From an optimization exercise on the open Yosys and OpenROAD flow, aimed at small area; shortcuts taken in it are not production practice. Function was checked by simulation only, so behaviour that the tests miss may differ from the original. Power figures rest on the tool's default switching activity, not on a simulated workload. The clock port is modelled as an ideal driver; clocking choices that lean on that would not hold on a real chip.

build 22:
Design router_top, start of the top module:
module router_top(clk,resetn,read_enb_0,read_enb_1,read_enb_2,d_in,pkt_valid,
		d_out_0,d_out_1,d_out_2,vld_out_0,vld_out_1,vld_out_2,
		error,busy);
Size: ~1400 cells after synthesis, ~460 flip-flops, roughly 43 I/O pins, roughly 16000 µm² of cells after synthesis.
Settings: LEC_CHECK=0, CAP_MARGIN=20, CORE_MARGIN=2, CORE_UTILIZATION=80, PLACE_DENSITY=0.86, SLEW_MARGIN=20; clock period 5.0 ns.
standard.sh (not shown) runs the stock make flow with config.mk's settings and CLKGATE_MAP_FILE= SYNTH_SCRIPT=/design/flow/synth_recipe.tcl, a recipe that flattens the netlist after the stock synthesis.
==> flow/flow/run.sh <==
#!/bin/bash
# Standard ORFS layout (the standard.sh) with three changes:
#  - synthesis is the standard synthesis script, with only the ABC
#    technology-mapping script replaced by an area-oriented one (registers,
#    their names and cell types are untouched: ABC maps combinational logic);
#  - clock tree synthesis without dummy loads;
#  - the port buffers use the smallest buffer cell.
set -euo pipefail
WORK=$(pwd)
FLOWDIR=$WORK/flow
cat > $WORK/my_synth.tcl <<EOT
proc abc {args} {
  set i [lsearch \$args -script]
  if {\$i >= 0} { lset args [expr {\$i+1}] $FLOWDIR/abc_area.script }
  yosys abc {*}\$args
}
source $WORK/synth_recipe.tcl
EOT
bash $WORK/standard.sh SYNTH_SCRIPT=$WORK/my_synth.tcl \
  "CTS_ARGS=-sink_clustering_enable -repair_clock_nets -dont_use_dummy_load -sink_clustering_size 20 -sink_clustering_max_diameter 60 -buf_list sky130_fd_sc_hd__clkbuf_8" \
  "BUFFER_PORTS_ARGS=-buffer_cell sky130_fd_sc_hd__buf_1" \
  finish > $WORK/standard_flow.log 2>&1
==> flow/flow/abc_area.script <==
strash
dch -f
map -a
mfs2 -a
&get -n
&st
&dch -f
&nf -a -R 1000
&put
topo
Build 22 ran to completion and came out clean on the timing, design-rule and antenna checks.
> inputs changed (build 22 -> build 25)
--- a/flow/flow/run.sh
+++ b/flow/flow/run.sh
@@ -20 +20 @@
-  "CTS_ARGS=-sink_clustering_enable -repair_clock_nets -dont_use_dummy_load -sink_clustering_size 20 -sink_clustering_max_diameter 60 -buf_list sky130_fd_sc_hd__clkbuf_8" \
+  "CTS_ARGS=-sink_clustering_enable -repair_clock_nets -dont_use_dummy_load -sink_clustering_size 16 -sink_clustering_max_diameter 60 -buf_list sky130_fd_sc_hd__clkbuf_8" \
--- a/flow/config.mk
+++ b/flow/config.mk
@@ -10,2 +10,3 @@
-export CORE_UTILIZATION = 80
-export PLACE_DENSITY = 0.86
+export CORE_UTILIZATION = 70
+export GPL_TIMING_DRIVEN = 0
+export PLACE_DENSITY = 0.8
==> run notes <==
Going from build 22 to build 25, hold slack saw an increase; die area moved up; routability congestion estimate from global placement shrank by 0.12; relative area of clock buffers and inverters in the final design increased by 0.53 points relative to the old numbers.
Wire length (build 25 over build 22): decrease, about 4.4%
Run comparison: build 25 cell at the slowest stage of the critical path nor2_1; build 22 cell at the slowest stage of the critical path nor3_1
### build 25 -> build 87
--- a/flow/flow/run.sh
+++ b/flow/flow/run.sh
@@ -20 +20 @@
-  "CTS_ARGS=-sink_clustering_enable -repair_clock_nets -dont_use_dummy_load -sink_clustering_size 16 -sink_clustering_max_diameter 60 -buf_list sky130_fd_sc_hd__clkbuf_8" \
+  "CTS_ARGS=-sink_clustering_enable -repair_clock_nets -dont_use_dummy_load -sink_clustering_size 32 -sink_clustering_max_diameter 80 -buf_list sky130_fd_sc_hd__clkbuf_16" \
--- a/flow/config.mk
+++ b/flow/config.mk
@@ -10,3 +10,2 @@
-export CORE_UTILIZATION = 70
-export GPL_TIMING_DRIVEN = 0
-export PLACE_DENSITY = 0.8
+export CORE_UTILIZATION = 80
+export PLACE_DENSITY = 0.86
In the tables for build 25 and build 87, worst reg2reg path depth reads lower with build 25. In the flow results for build 25 and build 87, the number of buffers inserted during clock tree synthesis is larger on build 25. On layout overhead on the synthesized area: between build 25 and build 87, it ends up lower for build 87. Post-layout instance count excluding filler cells (lower): build 87. Build 87 against build 25: total of clock buffers placed in the layout fell by 16; total power rose by 0.047 mW; area enclosed by the die boundary moved down; fill cell total of the finished layout dropped about 40%; net switching power figure picked up an extra about 0.4%. Build 87: final clock period utilization by the worst path lower than build 25.
The following lists how build 61 was set up differently from build 87:
--- a/flow/flow/run.sh
+++ b/flow/flow/run.sh
@@ -20 +20 @@
-  "CTS_ARGS=-sink_clustering_enable -repair_clock_nets -dont_use_dummy_load -sink_clustering_size 32 -sink_clustering_max_diameter 80 -buf_list sky130_fd_sc_hd__clkbuf_16" \
+  "CTS_ARGS=-sink_clustering_enable -repair_clock_nets -dont_use_dummy_load -sink_clustering_size 16 -sink_clustering_max_diameter 60 -buf_list sky130_fd_sc_hd__clkbuf_8" \
--- a/flow/config.mk
+++ b/flow/config.mk
@@ -10,2 +10,5 @@
-export CORE_UTILIZATION = 80
-export PLACE_DENSITY = 0.86
+export CORE_UTILIZATION = 70
+export CTS_BUF_LIST = sky130_fd_sc_hd__clkbuf_8
+export CTS_CLUSTER_DIAMETER = 100
+export CTS_CLUSTER_SIZE = 30
+export PLACE_DENSITY = 0.8
[summary]
Build 61 completed; timing, DRC and antenna clean
Build 61 vs build 87, relative max-transition margin went up by 1.0 points.
Looking at detailed-route wire length across build 61 and build 87, the one that comes out lower is build 61.
Of build 61 and build 87, it is build 61 that has the higher cell total after placement.
Compared with build 87, in build 61 portion of the clock cycle consumed by the worst path in the final layout moved down; maximum operating frequency moved up; number of diodes moved up; clock-pin slew on the worst setup and hold paths moved down.
Of build 61 and build 87, build 61 shows the higher final design instance area without fill, with build 87 below it.
| fraction of standard cell area in multi-input logic | build 61 vs build 87 | 0.17 points lower |
Taking build 87 as the reference point, the hold-critical path depth of build 61 falls by 1.
Here is what was changed in the inputs of build 10 compared with build 61.
--- a/flow/config.mk
+++ b/flow/config.mk
@@ -10,5 +10,2 @@
-export CORE_UTILIZATION = 70
-export CTS_BUF_LIST = sky130_fd_sc_hd__clkbuf_8
-export CTS_CLUSTER_DIAMETER = 100
-export CTS_CLUSTER_SIZE = 30
-export PLACE_DENSITY = 0.8
+export CORE_UTILIZATION = 86
+export PLACE_DENSITY = 0.9
==> comparison <==
No run among build 61 and build 10 stopped early or left any final violation; all are clean. Lower post-route fraction of the period consumed by the critical path was reported by build 61, not build 10. [compare] base=build 61 new=build 10: total power after layout +0.23 mW; net switching component of the power +about 9%; async set-or-reset flop fraction in the synthesized netlist ~0 delta. The higher die extent in y came out of build 61. Relative to build 61, the first-pass GRT wire length measured on build 10 has increased by more than 10%. Relative to build 61, the design area of build 10 is lower by about 0.64%. Build 61 fits on a die that is larger than the die of build 10. Taking build 61 as the reference, in build 10 minimum setup slack in the final design fell 0.35 ns; normalized max-slew margin dropped 8.5 points.
Edits applied to the flow inputs when going from build 10 to build 52:
--- a/flow/config.mk
+++ b/flow/config.mk
@@ -10,2 +10,2 @@
-export CORE_UTILIZATION = 86
-export PLACE_DENSITY = 0.9
+export CORE_UTILIZATION = 80
+export PLACE_DENSITY = 0.86
--- outcome ---
Having completed the whole flow, build 52 delivered a layout that passed the timing, design-rule and antenna checks. Build 10 has a lower final weighted congestion of routability-driven global placement than build 52. On cell area, build 52 tracks build 10 almost exactly. The leakage power on build 52 is in line with that on build 10.

-- re-timing with driven ports --
The flow's constraints put no driver on any port. The routed layouts listed below were extracted and timed again, unchanged, in two steps. Step 1: set_driving_cell puts a clkbuf_16 on clk and a buf_2 on each other input, an assumption about the parent block. Step 2, shift: input delay + t, output delay - t, t = (earliest + latest rising clock arrival at the registers) / 2. This alone moves slack from input paths to output paths. a / b / c = ideal ports / drivers / drivers and shift; a / b = the first two.
run	t (ns)	setup WS [ns]	latest minus earliest clock arrival (ns)	slew at the worst register clock pin (ns)	worst data-port slew with drivers (ns)
build 22	0.621	0.770 / 0.722 / 1.343	0.060 / 0.060	0.12 / 0.12	0.04
build 25	0.575	0.822 / 0.775 / 1.350	0.044 / 0.044	0.10 / 0.10	0.03
build 87	0.561	0.898 / 0.848 / 1.409	0.058 / 0.058	0.12 / 0.12	0.04
build 61	0.580	0.957 / 0.906 / 1.486	0.053 / 0.053	0.10 / 0.10	0.03
build 10	0.595	0.609 / 0.566 / 1.160	0.047 / 0.047	0.10 / 0.10	0.05
build 52	0.587	0.824 / 0.778 / 1.365	0.039 / 0.039	0.10 / 0.10	0.04
After both steps every run listed still meets setup and hold.
